Background: an optimization exercise with open tools, aiming at small area and a short achievable clock period. Do not read the settings as production practice. Function was not checked in any run shown here: the RTL went through the layout flow alone.

## flow/design.v (module list and top-level ports; edited modules follow where they fit)
// module addmuladd_3_stage_signed_18_bit_xor_reduction: 1175 lines
module addmuladd_3_stage_signed_18_bit_xor_reduction(
	input signed [17:0] a,
	input signed [17:0] b,
	input signed [17:0] c,
	input signed [17:0] d,
	output [17:0] out,
	input clk);
  // ...
==> flow/flow/run.sh <==
#!/bin/bash
# The standard layout (standard.sh), with these changes:
#  - after the standard synthesis, inverters around full-adder cells are removed by
#    flipping the polarity of full adders (invopt2.py); registers are not touched;
#  - ports are buffered with buf_1 cells (the resizer upsizes them where timing needs it);
#  - timing repair aims at a larger setup margin than the design's clock needs, so
#    the layout is optimised for the period it achieves.
set -euo pipefail
MARGIN=6.8
R=$PWD/orfs/results/sky130hd/addmuladd_3_stage_signed_18_bit_xor_reduction/base
bash standard.sh $R/1_2_yosys.v > synth.log 2>&1
cp $R/1_2_yosys.v $R/1_2_yosys_std.v
python3 flow/invopt2.py $R/1_2_yosys_std.v $R/1_2_yosys.v > invopt.log 2>&1
bash standard.sh SETUP_SLACK_MARGIN=$MARGIN "BUFFER_PORTS_ARGS=-buffer_cell sky130_fd_sc_hd__buf_1" finish > layout.log 2>&1
==> flow/flow/invopt2.py <==
#!/usr/bin/env python3
"""Global inverter minimisation around full adders in a flat Yosys netlist.

A full adder is self-dual: FA(~a, ~b, ~c) = (~sum, ~cout), so each sky130 fa cell may be
"flipped" (fed the complements of its inputs, giving the complements of its outputs)
without changing the function of the netlist. xor/xnor gates absorb an inverted input
by swapping xor <-> xnor, and an xor/xnor driver can give either polarity the same way.
This script removes every inverter, chooses the flips by local search to need as few
inverters as possible, and puts back one inverter per net that some load needs inverted.
Flip-flops and ports are not changed.
usage: invopt2.py IN.v OUT.v
"""
import re, sys, random

src = open(sys.argv[1]).read()
m_first = re.search(r'^\s*sky130_fd_sc_hd__\w+\s', src, re.M)
m_end = src.rfind('endmodule')
head = src[:m_first.start()]
cell_txt = src[m_first.start():m_end]
assert 'assign' not in cell_txt, 'assign statements are not handled'

cell_re = re.compile(r'(sky130_fd_sc_hd__\w+)\s+(\\\S+\s|\S+)\s*\((.*?)\);', re.S)
pin_re = re.compile(r'\.(\w+)\(\s*(\\\S+\s|[^()\s]+)\s*\)')
OUTPINS = {'X', 'Y', 'Q', 'Q_N', 'SUM', 'COUT', 'HI', 'LO'}

cells = {}
order = []
for m in cell_re.finditer(cell_txt):
    typ, name, body = m.group(1), m.group(2).strip(), m.group(3)
    cells[name] = [typ, {p: n.strip() for p, n in pin_re.findall(body)}]
    order.append(name)

ports_out = set()
for m in re.finditer(r'^\s*output\s+(\[(\d+):(\d+)\]\s*)?(\S+);', head, re.M):
    if m.group(1):
        hi, lo = int(m.group(2)), int(m.group(3))
        for i in range(min(hi, lo), max(hi, lo) + 1): ports_out.add(f"{m.group(4)}[{i}]")
    else:
        ports_out.add(m.group(4))

def kind(t):
    b = re.sub(r'^sky130_fd_sc_hd__', '', t)
    if re.match(r'(clk)?inv(lp)?_\d+$', b): return 'inv'
    if re.match(r'fa_\d+$', b): return 'fa'
    if re.match(r'x(n)?or[23]_\d+$', b): return 'xor'
    return 'other'

TOGGLE = {}
for k in ('2', '3'):
    for sz in ('1', '2', '4'):
        TOGGLE[f'sky130_fd_sc_hd__xor{k}_{sz}'] = f'sky130_fd_sc_hd__xnor{k}_{sz}'
        TOGGLE[f'sky130_fd_sc_hd__xnor{k}_{sz}'] = f'sky130_fd_sc_hd__xor{k}_{sz}'
def outpin(t): return 'Y' if re.match(r'sky130_fd_sc_hd__xnor2_', t) else 'X'

# inverters that drive ports stay as ordinary cells
invs = {n for n, (t, p) in cells.items() if kind(t) == 'inv' and p['Y'] not in ports_out}
for n, (t, p) in cells.items():
    if kind(t) == 'xor': assert t in TOGGLE, t
driver = {}
for n, (t, p) in cells.items():
    for pin, net in p.items():
        if pin in OUTPINS: driver[net] = (n, pin)

def resolve(net):
    par = 0
    while net in driver and driver[net][0] in invs:
        net = cells[driver[net][0]][1]['A']; par ^= 1
    return net, par

# sinks per root: (cell, pin, parity); ports as (None, net, parity)
sinks = {}
for n, (t, p) in cells.items():
    if n in invs: continue
    for pin, net in p.items():
        if pin in OUTPINS: continue
        r, q = resolve(net)
        sinks.setdefault(r, []).append((n, pin, q))
for net in ports_out:
    r, q = resolve(net)
    if r != net or net not in driver:
        sinks.setdefault(r, []).append((None, net, q))

fas = [n for n in order if kind(cells[n][0]) == 'fa']
pinned = set()
for f in fas:
    for pin in ('SUM', 'COUT'):
        if cells[f][1][pin] in ports_out: pinned.add(f)
phi = {f: 0 for f in fas}

def root_drv(r):
    d = driver.get(r)
    return d[0] if d else None

def root_cost(r):
    d = root_drv(r)
    pd = phi.get(d, 0) if d else 0
    s0 = s1 = False
    for (c, pin, q) in sinks.get(r, []):
        if c is not None and kind(cells[c][0]) == 'xor': continue
        need = q ^ (phi.get(c, 0) if c else 0) ^ pd
        if need: s1 = True
        else: s0 = True
    if d and kind(cells[d][0]) == 'xor' and r not in ports_out:
        return 1 if (s0 and s1) else 0
    return 1 if s1 else 0

roots = set(sinks)
fa_roots = {}
for f in fas:
    rs = set()
    t, p = cells[f]
    for pin, net in p.items():
        rs.add(resolve(net)[0] if pin not in OUTPINS else net)
    fa_roots[f] = [r for r in rs if r in roots]

def total():
    return sum(root_cost(r) for r in roots)

def delta(f):
    rs = fa_roots[f]
    b = sum(root_cost(r) for r in rs)
    phi[f] ^= 1
    a = sum(root_cost(r) for r in rs)
    phi[f] ^= 1
    return a - b

def descend():
    improved = True
    while improved:
        improved = False
        for f in fas:
            if f in pinned: continue
            if delta(f) < 0:
                phi[f] ^= 1; improved = True

before = len(invs)
descend()
best = dict(phi); best_cost = total()
rng = random.Random(1)
for it in range(60):
    phi.update(best)
    for f in rng.sample(fas, max(1, len(fas) // 10)):
        if f not in pinned: phi[f] ^= 1
    descend()
    c = total()
    if c < best_cost:
        best, best_cost = dict(phi), c
phi.update(best)

# rebuild
for n in invs: del cells[n]
new_wires = []
cnt = [0]
for r in sorted(roots):
    d = root_drv(r)
    pd = phi.get(d, 0) if d else 0
    need = []
    for (c, pin, q) in sinks[r]:
        nd = q ^ (phi.get(c, 0) if c else 0) ^ pd
        need.append((c, pin, nd))
    nonx = [x for x in need if x[0] is None or kind(cells[x[0]][0]) != 'xor']
    if d and kind(cells[d][0]) == 'xor' and r not in ports_out and nonx and all(x[2] for x in nonx):
        # give the inverted polarity at the driver
        t = cells[d][0]; o = outpin(t)
        cells[d][0] = TOGGLE[t]; del cells[d][1][o]; cells[d][1][outpin(cells[d][0])] = r
        need = [(c, pin, nd ^ 1) for (c, pin, nd) in need]
    rn = None
    for (c, pin, nd) in need:
        if c is not None and kind(cells[c][0]) == 'xor':
            cells[c][1][pin] = r
            if nd:
                t = cells[c][0]; o = outpin(t); on = cells[c][1].pop(o)
                cells[c][0] = TOGGLE[t]; cells[c][1][outpin(cells[c][0])] = on
            continue
        if c is None:
            # output port: its net must carry the value
            if nd == 0 and pin == r: continue
            cnt[0] += 1
            if nd:
                cells[f"_invopt_cell_{cnt[0]}_"] = ['sky130_fd_sc_hd__inv_1', {'A': r, 'Y': pin}]
            else:
                cells[f"_invopt_cell_{cnt[0]}_"] = ['sky130_fd_sc_hd__buf_1', {'A': r, 'X': pin}]
            order.append(f"_invopt_cell_{cnt[0]}_")
            continue
        if nd:
            if rn is None:
                cnt[0] += 1
                rn = f"_invopt_n{cnt[0]}_"
                new_wires.append(rn)
                cells[f"_invopt_cell_{cnt[0]}_"] = ['sky130_fd_sc_hd__inv_1', {'A': r, 'Y': rn}]
                order.append(f"_invopt_cell_{cnt[0]}_")
            cells[c][1][pin] = rn
        else:
            cells[c][1][pin] = r
after = sum(1 for t, p in cells.values() if kind(t) == 'inv')
sys.stderr.write(f"invopt2: inverters {before} -> {after} (flipped {sum(phi.values())} of {len(fas)} full adders)\n")

def fmt(n): return n + ' ' if n.startswith('\\') else n
out = [head.rstrip('\n') + '\n']
for w in new_wires: out.append(f"  wire {w};\n")
for name in order:
    if name not in cells: continue
    typ, pins = cells[name]
    pl = ",\n".join(f"    .{p}({fmt(n)})" for p, n in pins.items())
    out.append(f"  {typ} {fmt(name)} (\n{pl}\n  );\n")
out.append("endmodule\n")
open(sys.argv[2], 'w').write(''.join(out))
==> flow/standard.sh <==
#!/bin/bash
# synth_recipe.tcl (not shown) runs the flow's synth.tcl, then flattens the netlist and writes it again
# the make line also repeats each setting of config.mk as NAME=value (left out here)
make -C /OpenROAD-flow-scripts/flow DESIGN_CONFIG=/design/flow/config.mk WORK_HOME=/design/flow/orfs CLKGATE_MAP_FILE= SYNTH_SCRIPT=/design/flow/synth_recipe.tcl "${@:-finish}"
==> flow/config.mk <==
export PLATFORM = sky130hd
export DESIGN_NAME = addmuladd_3_stage_signed_18_bit_xor_reduction
export DESIGN_NICKNAME = addmuladd_3_stage_signed_18_bit_xor_reduction
export VERILOG_FILES = /design/flow/design.v
export SDC_FILE = /design/flow/constraint.sdc
export NUM_CORES = 4
export LEC_CHECK = 0
export ABC_AREA = 1
export CAP_MARGIN = 20
export CORE_MARGIN = 2
export CORE_UTILIZATION = 40
export CTS_BUF_LIST = sky130_fd_sc_hd__clkbuf_4 sky130_fd_sc_hd__clkbuf_8
export SLEW_MARGIN = 20
==> flow/constraint.sdc <==
create_clock -name core_clock -period 10.0 [get_ports {clk}]
set_input_delay 2.0000 -clock core_clock [delete_from_list [all_inputs] [get_ports {clk}]]
set_output_delay 2.0000 -clock core_clock [all_outputs]
set_load 0.01 [all_outputs]
==> impl_metrics.env, run 1 <==
export IMPL_grt_pass1_wl_mm=58.4
export IMPL_buffer_area_frac=0.0322
export IMPL_cts_clk_slew_worst_paths_ns=0.11
export IMPL_clock_buffers=17
export IMPL_rows=67
export IMPL_finalCritPeriodShare=0.325
export IMPL_regArea_mm2=0.00325
export IMPL_top_layer="met4"
export IMPL_tns_ns=0
export IMPL_numCtsBuffers=17
export IMPL_regMostFlops="q_r"
export IMPL_drc=0
export IMPL_overflow=0
export IMPL_nMultiInputCombCells=1210
export IMPL_routed_wl_mm=37.3
export IMPL_place_area_mm2=0.0143
export IMPL_dp_hpwl_mm=27.3
export IMPL_fin_cells=2117
export IMPL_critPathTopFamily="adder cells"
export IMPL_crit_type="in2reg"
export IMPL_ant_nets=0
export IMPL_drt_iter0_drc=1129
export IMPL_cpMaxStageDelayCell="fa_2"
export IMPL_dr_wl_met3_mm=2.37
export IMPL_initial_utilization=0.409
export IMPL_dieHeight_um=190
export IMPL_post_cts_buffers=7
export IMPL_final_common_cell="nand2_1"
export IMPL_cp_cell_sequence="clkbuf_2, ha_4, fa_2, a21oi_2, o21bai_2, buf_4, buf_4, a21oi_1, nor2_1, nor2_1, xor2_1"
export IMPL_grt_pass1_vias=11000
export IMPL_critical_path_endpoint="sn_r[6]"
export IMPL_status="finished clean"
==> inputs of run 2 (changes only) <==
--- a/flow/design.v
+++ b/flow/design.v
@@ -1160,16 +1160,103 @@
 	assign fc340 = (pp7_19 & pp8_17) | (pp7_19 & fc336) | (pp8_17 & fc336);
 	assign hs341 = pp8_18 ^ fc340;
 	assign hc342 = pp8_18 & fc340;
 	always @(posedge clk) begin
 		q_r <= {hc342, pp8_19, hs341, fs339, hc338, hs337, fc334, fs333, hc330, hs329, hc318, fc316, fs321, fc314, hs317, fc300, fs307, fc298, fs299, fc290, fs289, fc278, fs277, fc266, fs275, fc254, fs265, fs263, fc252, fs253, fc240, fs251, fs239, fc226, fs237, fc224, fs225, fc210, fs223, fs209, fc194, fs207, fs205, fs193, fc176, fs191, fs175, fc158, fs173, fc156, fs157, fc140, fs155, fs139, fc124, fs137, fs123, fc108, fs121, fs107, fc94, fs105, fs93, fc80, fs91, fc70, fs79, fs77, fc68, fs69, fc58, fs57, fc48, fs47, hc40, fc38, hs39, fs37, hs31, fs29, hs23, fs21, hs17, fs15, hs11, fs9, hs7, fs5, hs3, pp0_1, hs1, pp0_0};
 	end
 	wire [35:0] x = {q90, 1'b1, q87, q85, q83, fc324, q81, fc310, hc302, fc292, hc282, fc270, hc258, fc244, hc230, fc214, hc198, fc180, hc162, hc144, hc128, hc112, hc98, fs95, fs81, hc60, hc50, q18, q14, q12, q10, q8, q6, q4, q2, q0};
 	wire [35:0] y = {q91, q89, q88, q86, q84, q82, fs323, q77, fs309, hs301, fs291, hs281, fs269, hs257, fs243, hs229, fs213, hs197, fs179, hs161, hs143, hs127, hs111, hs97, hs83, hs71, hs59, hs49, q15, q13, q11, q9, q7, q5, q3, q1};
-	wire [35:0] r = x + y;
+	wire [35:0] qg = x & y, qp = x ^ y;
+	wire qG0_0 = qg[0], qP0_0 = qp[0];
+	wire qG0_1 = qg[1] | (qp[1] & qG0_0), qP0_1 = qp[1] & qP0_0;
+	wire qG0_2 = qg[2] | (qp[2] & qG0_1), qP0_2 = qp[2] & qP0_1;
+	wire qG0_3 = qg[3] | (qp[3] & qG0_2), qP0_3 = qp[3] & qP0_2;
+	wire qh0_0 = qG0_0 ^ qG0_1 ^ qG0_2 ^ qG0_3;
+	wire qhd_0 = qP0_0 ^ qP0_1 ^ qP0_2 ^ qP0_3;
+	wire qG1_0 = qg[4], qP1_0 = qp[4];
+	wire qG1_1 = qg[5] | (qp[5] & qG1_0), qP1_1 = qp[5] & qP1_0;
+	wire qG1_2 = qg[6] | (qp[6] & qG1_1), qP1_2 = qp[6] & qP1_1;
+	wire qG1_3 = qg[7] | (qp[7] & qG1_2), qP1_3 = qp[7] & qP1_2;
+	wire qh0_1 = qG1_0 ^ qG1_1 ^ qG1_2 ^ qG1_3;
+	wire qhd_1 = qP1_0 ^ qP1_1 ^ qP1_2 ^ qP1_3;
+	wire qG2_0 = qg[8], qP2_0 = qp[8];
+	wire qG2_1 = qg[9] | (qp[9] & qG2_0), qP2_1 = qp[9] & qP2_0;
+	wire qG2_2 = qg[10] | (qp[10] & qG2_1), qP2_2 = qp[10] & qP2_1;
+	wire qG2_3 = qg[11] | (qp[11] & qG2_2), qP2_3 = qp[11] & qP2_2;
+	wire qh0_2 = qG2_0 ^ qG2_1 ^ qG2_2 ^ qG2_3;
+	wire qhd_2 = qP2_0 ^ qP2_1 ^ qP2_2 ^ qP2_3;
+	wire qG3_0 = qg[12], qP3_0 = qp[12];
+	wire qG3_1 = qg[13] | (qp[13] & qG3_0), qP3_1 = qp[13] & qP3_0;
+	wire qG3_2 = qg[14] | (qp[14] & qG3_1), qP3_2 = qp[14] & qP3_1;
+	wire qG3_3 = qg[15] | (qp[15] & qG3_2), qP3_3 = qp[15] & qP3_2;
+	wire qh0_3 = qG3_0 ^ qG3_1 ^ qG3_2 ^ qG3_3;
+	wire qhd_3 = qP3_0 ^ qP3_1 ^ qP3_2 ^ qP3_3;
+	wire qG4_0 = qg[16], qP4_0 = qp[16];
+	wire qG4_1 = qg[17] | (qp[17] & qG4_0), qP4_1 = qp[17] & qP4_0;
+	wire qG4_2 = qg[18] | (qp[18] & qG4_1), qP4_2 = qp[18] & qP4_1;
+	wire qG4_3 = qg[19] | (qp[19] & qG4_2), qP4_3 = qp[19] & qP4_2;
+	wire qh0_4 = qG4_0 ^ qG4_1 ^ qG4_2 ^ qG4_3;
+	wire qhd_4 = qP4_0 ^ qP4_1 ^ qP4_2 ^ qP4_3;
+	wire qG5_0 = qg[20], qP5_0 = qp[20];
+	wire qG5_1 = qg[21] | (qp[21] & qG5_0), qP5_1 = qp[21] & qP5_0;
+	wire qG5_2 = qg[22] | (qp[22] & qG5_1), qP5_2 = qp[22] & qP5_1;
+	wire qG5_3 = qg[23] | (qp[23] & qG5_2), qP5_3 = qp[23] & qP5_2;
+	wire qh0_5 = qG5_0 ^ qG5_1 ^ qG5_2 ^ qG5_3;
+	wire qhd_5 = qP5_0 ^ qP5_1 ^ qP5_2 ^ qP5_3;
+	wire qG6_0 = qg[24], qP6_0 = qp[24];
+	wire qG6_1 = qg[25] | (qp[25] & qG6_0), qP6_1 = qp[25] & qP6_0;
+	wire qG6_2 = qg[26] | (qp[26] & qG6_1), qP6_2 = qp[26] & qP6_1;
+	wire qG6_3 = qg[27] | (qp[27] & qG6_2), qP6_3 = qp[27] & qP6_2;
+	wire qh0_6 = qG6_0 ^ qG6_1 ^ qG6_2 ^ qG6_3;
+	wire qhd_6 = qP6_0 ^ qP6_1 ^ qP6_2 ^ qP6_3;
+	wire qG7_0 = qg[28], qP7_0 = qp[28];
+	wire qG7_1 = qg[29] | (qp[29] & qG7_0), qP7_1 = qp[29] & qP7_0;
+	wire qG7_2 = qg[30] | (qp[30] & qG7_1), qP7_2 = qp[30] & qP7_1;
+	wire qG7_3 = qg[31] | (qp[31] & qG7_2), qP7_3 = qp[31] & qP7_2;
+	wire qh0_7 = qG7_0 ^ qG7_1 ^ qG7_2 ^ qG7_3;
+	wire qhd_7 = qP7_0 ^ qP7_1 ^ qP7_2 ^ qP7_3;
+	wire qG8_0 = qg[32], qP8_0 = qp[32];
+	wire qG8_1 = qg[33] | (qp[33] & qG8_0), qP8_1 = qp[33] & qP8_0;
+	wire qG8_2 = qg[34] | (qp[34] & qG8_1), qP8_2 = qp[34] & qP8_1;
+	wire qh0_8 = qG8_0 ^ qG8_1 ^ qG8_2;
+	wire qhd_8 = qP8_0 ^ qP8_1 ^ qP8_2;
+	wire qk1 = qG1_3 | (qP1_3 & qG0_3);
+	wire qk2 = qG2_3 | (qP2_3 & qG1_3);
+	wire qkp2 = qP2_3 & qP1_3;
+	wire qk3 = qG3_3 | (qP3_3 & qG2_3);
+	wire qkp3 = qP3_3 & qP2_3;
+	wire qk4 = qG4_3 | (qP4_3 & qG3_3);
+	wire qkp4 = qP4_3 & qP3_3;
+	wire qk5 = qG5_3 | (qP5_3 & qG4_3);
+	wire qkp5 = qP5_3 & qP4_3;
+	wire qk6 = qG6_3 | (qP6_3 & qG5_3);
+	wire qkp6 = qP6_3 & qP5_3;
+	wire qk7 = qG7_3 | (qP7_3 & qG6_3);
+	wire qkp7 = qP7_3 & qP6_3;
+	wire qk8 = qG8_2 | (qP8_2 & qG7_3);
+	wire qkp8 = qP8_2 & qP7_3;
+	wire qk9 = qk2 | (qkp2 & qG0_3);
+	wire qk10 = qk3 | (qkp3 & qk1);
+	wire qk11 = qk4 | (qkp4 & qk2);
+	wire qkp11 = qkp4 & qkp2;
+	wire qk12 = qk5 | (qkp5 & qk3);
+	wire qkp12 = qkp5 & qkp3;
+	wire qk13 = qk6 | (qkp6 & qk4);
+	wire qkp13 = qkp6 & qkp4;
+	wire qk14 = qk7 | (qkp7 & qk5);
+	wire qkp14 = qkp7 & qkp5;
+	wire qk15 = qk8 | (qkp8 & qk6);
+	wire qkp15 = qkp8 & qkp6;
+	wire qk16 = qk11 | (qkp11 & qG0_3);
+	wire qk17 = qk12 | (qkp12 & qk1);
+	wire qk18 = qk13 | (qkp13 & qk9);
+	wire qk19 = qk14 | (qkp14 & qk10);
+	wire qk20 = qk15 | (qkp15 & qk11);
+	wire qkp20 = qkp15 & qkp11;
+	wire qk21 = qk20 | (qkp20 & qG0_3);
 	reg [1:0] par_r;
 	always @(posedge clk) begin
-		par_r[0] <= ^r[17:0];
-		par_r[1] <= ^r[35:18];
+		par_r[0] <= (qG0_3 & qhd_1) ^ (qk9 & qhd_3) ^ (qk16 & qhd_5) ^ (qk18 & qhd_7) ^ qp[0] ^ qp[1] ^ qp[2] ^ qp[3] ^ qp[4] ^ qp[5] ^ qp[6] ^ qp[7] ^ qp[8] ^ qp[9] ^ qp[10] ^ qp[11] ^ qp[12] ^ qp[13] ^ qp[14] ^ qp[15] ^ qp[16] ^ qp[17] ^ qp[18] ^ qp[19] ^ qp[20] ^ qp[21] ^ qp[22];
+		par_r[1] <= (qk1 & qhd_2) ^ (qk10 & qhd_4) ^ (qk17 & qhd_6) ^ (qk19 & qhd_8) ^ qp[23] ^ qp[24] ^ qp[25] ^ qp[26] ^ qp[27] ^ qp[28] ^ qp[29] ^ qp[30] ^ qp[31] ^ qp[32] ^ qp[33] ^ qp[34] ^ qp[35] ^ qh0_0 ^ qh0_1 ^ qh0_2 ^ qh0_3 ^ qh0_4 ^ qh0_5 ^ qh0_6 ^ qh0_7 ^ qh0_8;
 	end
 	assign out = {17'd0, ^par_r};
 endmodule
==> flow/flow/run.sh (replaced) <==
#!/bin/bash
# The standard layout (standard.sh), with these changes:
#  - after the standard synthesis, inverters around full-adder cells are removed by
#    flipping the polarity of full adders (invopt2.py); registers are not touched;
#  - ports are buffered with buf_1 cells (the resizer upsizes them where timing needs it);
#  - timing repair aims at a larger setup margin than the design's clock needs, so
#    the layout is optimised for the period it achieves.
set -euo pipefail
MARGIN=6.7
R=$PWD/orfs/results/sky130hd/addmuladd_3_stage_signed_18_bit_xor_reduction/base
bash standard.sh $R/1_2_yosys.v > synth.log 2>&1
cp $R/1_2_yosys.v $R/1_2_yosys_std.v
python3 flow/invopt2.py $R/1_2_yosys_std.v $R/1_2_yosys.v > invopt.log 2>&1
bash standard.sh SETUP_SLACK_MARGIN=$MARGIN "BUFFER_PORTS_ARGS=-buffer_cell sky130_fd_sc_hd__buf_1" finish > layout.log 2>&1
==> run 2 against run 1 <==
Against the previous run: sequential cell count unchanged; synthesized cell count down 16%; critical path type unchanged; non-clock buffer count up 2; synthesized area down 8.0%; worst setup slack worse by 0.29 ns.
==> impl_metrics.env, run 2 <==
export IMPL_reg_top3="q_r (92), sn_r (19), c_r (18)"
export IMPL_maxCapViolations=0
export IMPL_drt_iter0_drc=832
export IMPL_end_kind="flip-flop"
export IMPL_io_buffers=73
export IMPL_grt_max_degree=22
export IMPL_largest_register_ffs=92
export IMPL_final_nets=1698
export IMPL_crit_required_ns=10.38
export IMPL_cpMaxStageDelayCell="fa_2"
export IMPL_status="finished clean"
export IMPL_regArea_mm2=0.00325
export IMPL_maxSlewHeadroom=0.350
export IMPL_rsz0062_at_grt="true"
export IMPL_cts_clk_slew_worst_paths_ns=0.11
export IMPL_dieArea_mm2=0.0331
export IMPL_synthCells=1374
export IMPL_htreeDepth=4
export IMPL_die_w_um=182
export IMPL_area_growth_pct=10.6
export IMPL_grt_pass1_vias=9686
export IMPL_start_kind="primary input"
export IMPL_rows=65
export IMPL_finalHoldViolCount=0
export IMPL_crit_type="in2reg"
export IMPL_place_congestion=0.908
export IMPL_tightest_slew_ns=0.974
export IMPL_io_pins=91
export IMPL_dpl_cell_count=1766
export IMPL_routedWlPerCell_um=17.6
export IMPL_overflow=0
export IMPL_routed_wl_mm=32.0
export IMPL_hold_path_class="reg2reg"
export IMPL_dp_hpwl_mm=22.8
export IMPL_drive_gt1_frac=0.0941
export IMPL_final_common_cell="nand2_1"
export IMPL_routed_via_density=5.28
export IMPL_min_period_ns=3.54
export IMPL_drt_pass1_iterations=6
export IMPL_multi_input_area_mm2=0.00891
export IMPL_track_usage=0.199
export IMPL_cts_tree="yes"
export IMPL_dr_total_vias=9599
export IMPL_critPathTopFamily="buffers and inverters"
export IMPL_worst_slack_ns=6.46
export IMPL_clock_sinks=162
export IMPL_final_cell_mix="166 x nand2_1, 162 x o22ai_1, 161 x xor2_1"
export IMPL_finalCritPeriodShare=0.354
export IMPL_numCtsBuffers=17
export IMPL_fp_coreArea_mm2=0.0314
export IMPL_drc=0
export IMPL_cpPeakStageDelay_ns=0.36
export IMPL_yosysWarningCount=1
export IMPL_max_freq_ghz=0.283
export IMPL_clk_latency_ns=0.49
export IMPL_initial_utilization=0.403
export IMPL_root_buffer="clkbuf_8"
export IMPL_regMostFlops="q_r"
export IMPL_avgSynthCellArea_um2=9.22
export IMPL_fin_cells=1817
export IMPL_cp_cell_sequence="buf_6, ha_4, fa_2, a21oi_2, o21bai_2, nand2_1, nand2_2, buf_4, buf_6, buf_4, buf_6, buf_4, buf_4, buf_6, xnor2_2"
export IMPL_tns_ns=0
export IMPL_clockBufferDepth=2
export IMPL_path_max_fanout=2
export IMPL_crit_buf_inv=8
export IMPL_reg2reg_slack_ns=6.84
export IMPL_fin_skew_ns=0.0188
export IMPL_finalMaxSlewViolations=0
export IMPL_timing_final_setup_violations=0
export IMPL_hold_ws_ns=0.468
export IMPL_grt_pass1_wl_mm=51.7
export IMPL_dieHeight_um=182
export IMPL_grt_antenna_before_repair=1
export IMPL_place_ws_ns=5.88
export IMPL_syn_area_mm2=0.0127
export IMPL_critPathArrivalTime_ns=3.91
export IMPL_ant_nets=0
export IMPL_fillerInstances=2982
## run 2: layout make-up
cell class,instances,area share
diodes,1,0.000179
clock buffers,17,0.0167
clock inverters,15,0.0126
inverters,114,0.0305
multi-input cells,1006,0.636
flip-flops and latches,162,0.232
well taps,402,0.0359
repair buffers,100,0.0360
## run 2: what timing repair did
item                                    4_1_cts  5_1_grt
gates resized for setup                      10       57
hold buffers                                  0        0
setup buffers                                11        7
pin swaps                                    13       33
endpoints found under the setup margin       19        9
## run 2: per-layer routing
layer  share of wire  vias up  global-route usage
li1                -     4534                   -
met1            0.42     4540               0.253
met2            0.47      448               0.325
met3           0.081       77              0.0453
met4           0.031        0              0.0887
met5               0        -                   0
## run 2: path summary, 6_finish.rpt
path             end  startpoint  cells after the start
max          sn_r[8]        d[0]                     15
min reg2reg   q_r[1]      c_r[0]                      1
max reg2reg  q_r[77]   twon_r[6]                      7
min           q_r[1]      c_r[0]                      1
## run 2: per-stage QoR
step	area (um2)	util
final	14000	0.446
after global placement	13200	0.421
after global routing	14000	0.446
after detailed placement	13200	0.421
after floorplan	12800	-
after CTS	13700	0.438

-- afterwards: timing with drivers on the ports --
No port has a modelled driver above. Below, the same layouts with a new extraction and two added sets of constraints. Step 1 (the two cells are an assumption about what drives the block):
set clk [get_ports {clk}]
set_driving_cell -lib_cell sky130_fd_sc_hd__clkbuf_16 $clk
set_driving_cell -lib_cell sky130_fd_sc_hd__buf_2 [delete_from_list [all_inputs] $clk]
Step 2 moves the port delays by t, midway between the first and last clock arrival at a register: inputs arrive t later, outputs are due t later. That takes back most of the time a late clock gives input paths. a / b / c = no drivers / after step 1 / after step 2; a / b = the first two.
run | shift t [ns] | setup WS [ns] | slew at the worst register clock pin (ns)
run 1 | 0.525 | 6.749 / 6.769 / 6.244 | 0.11 / 0.11
run 2 | 0.522 | 6.461 / 6.474 / 5.952 | 0.11 / 0.11
After both steps every run listed still meets setup and hold. The setup slack of run 2, which loses most, moves by +0.013 ns with the drivers and by -0.509 ns with both steps.
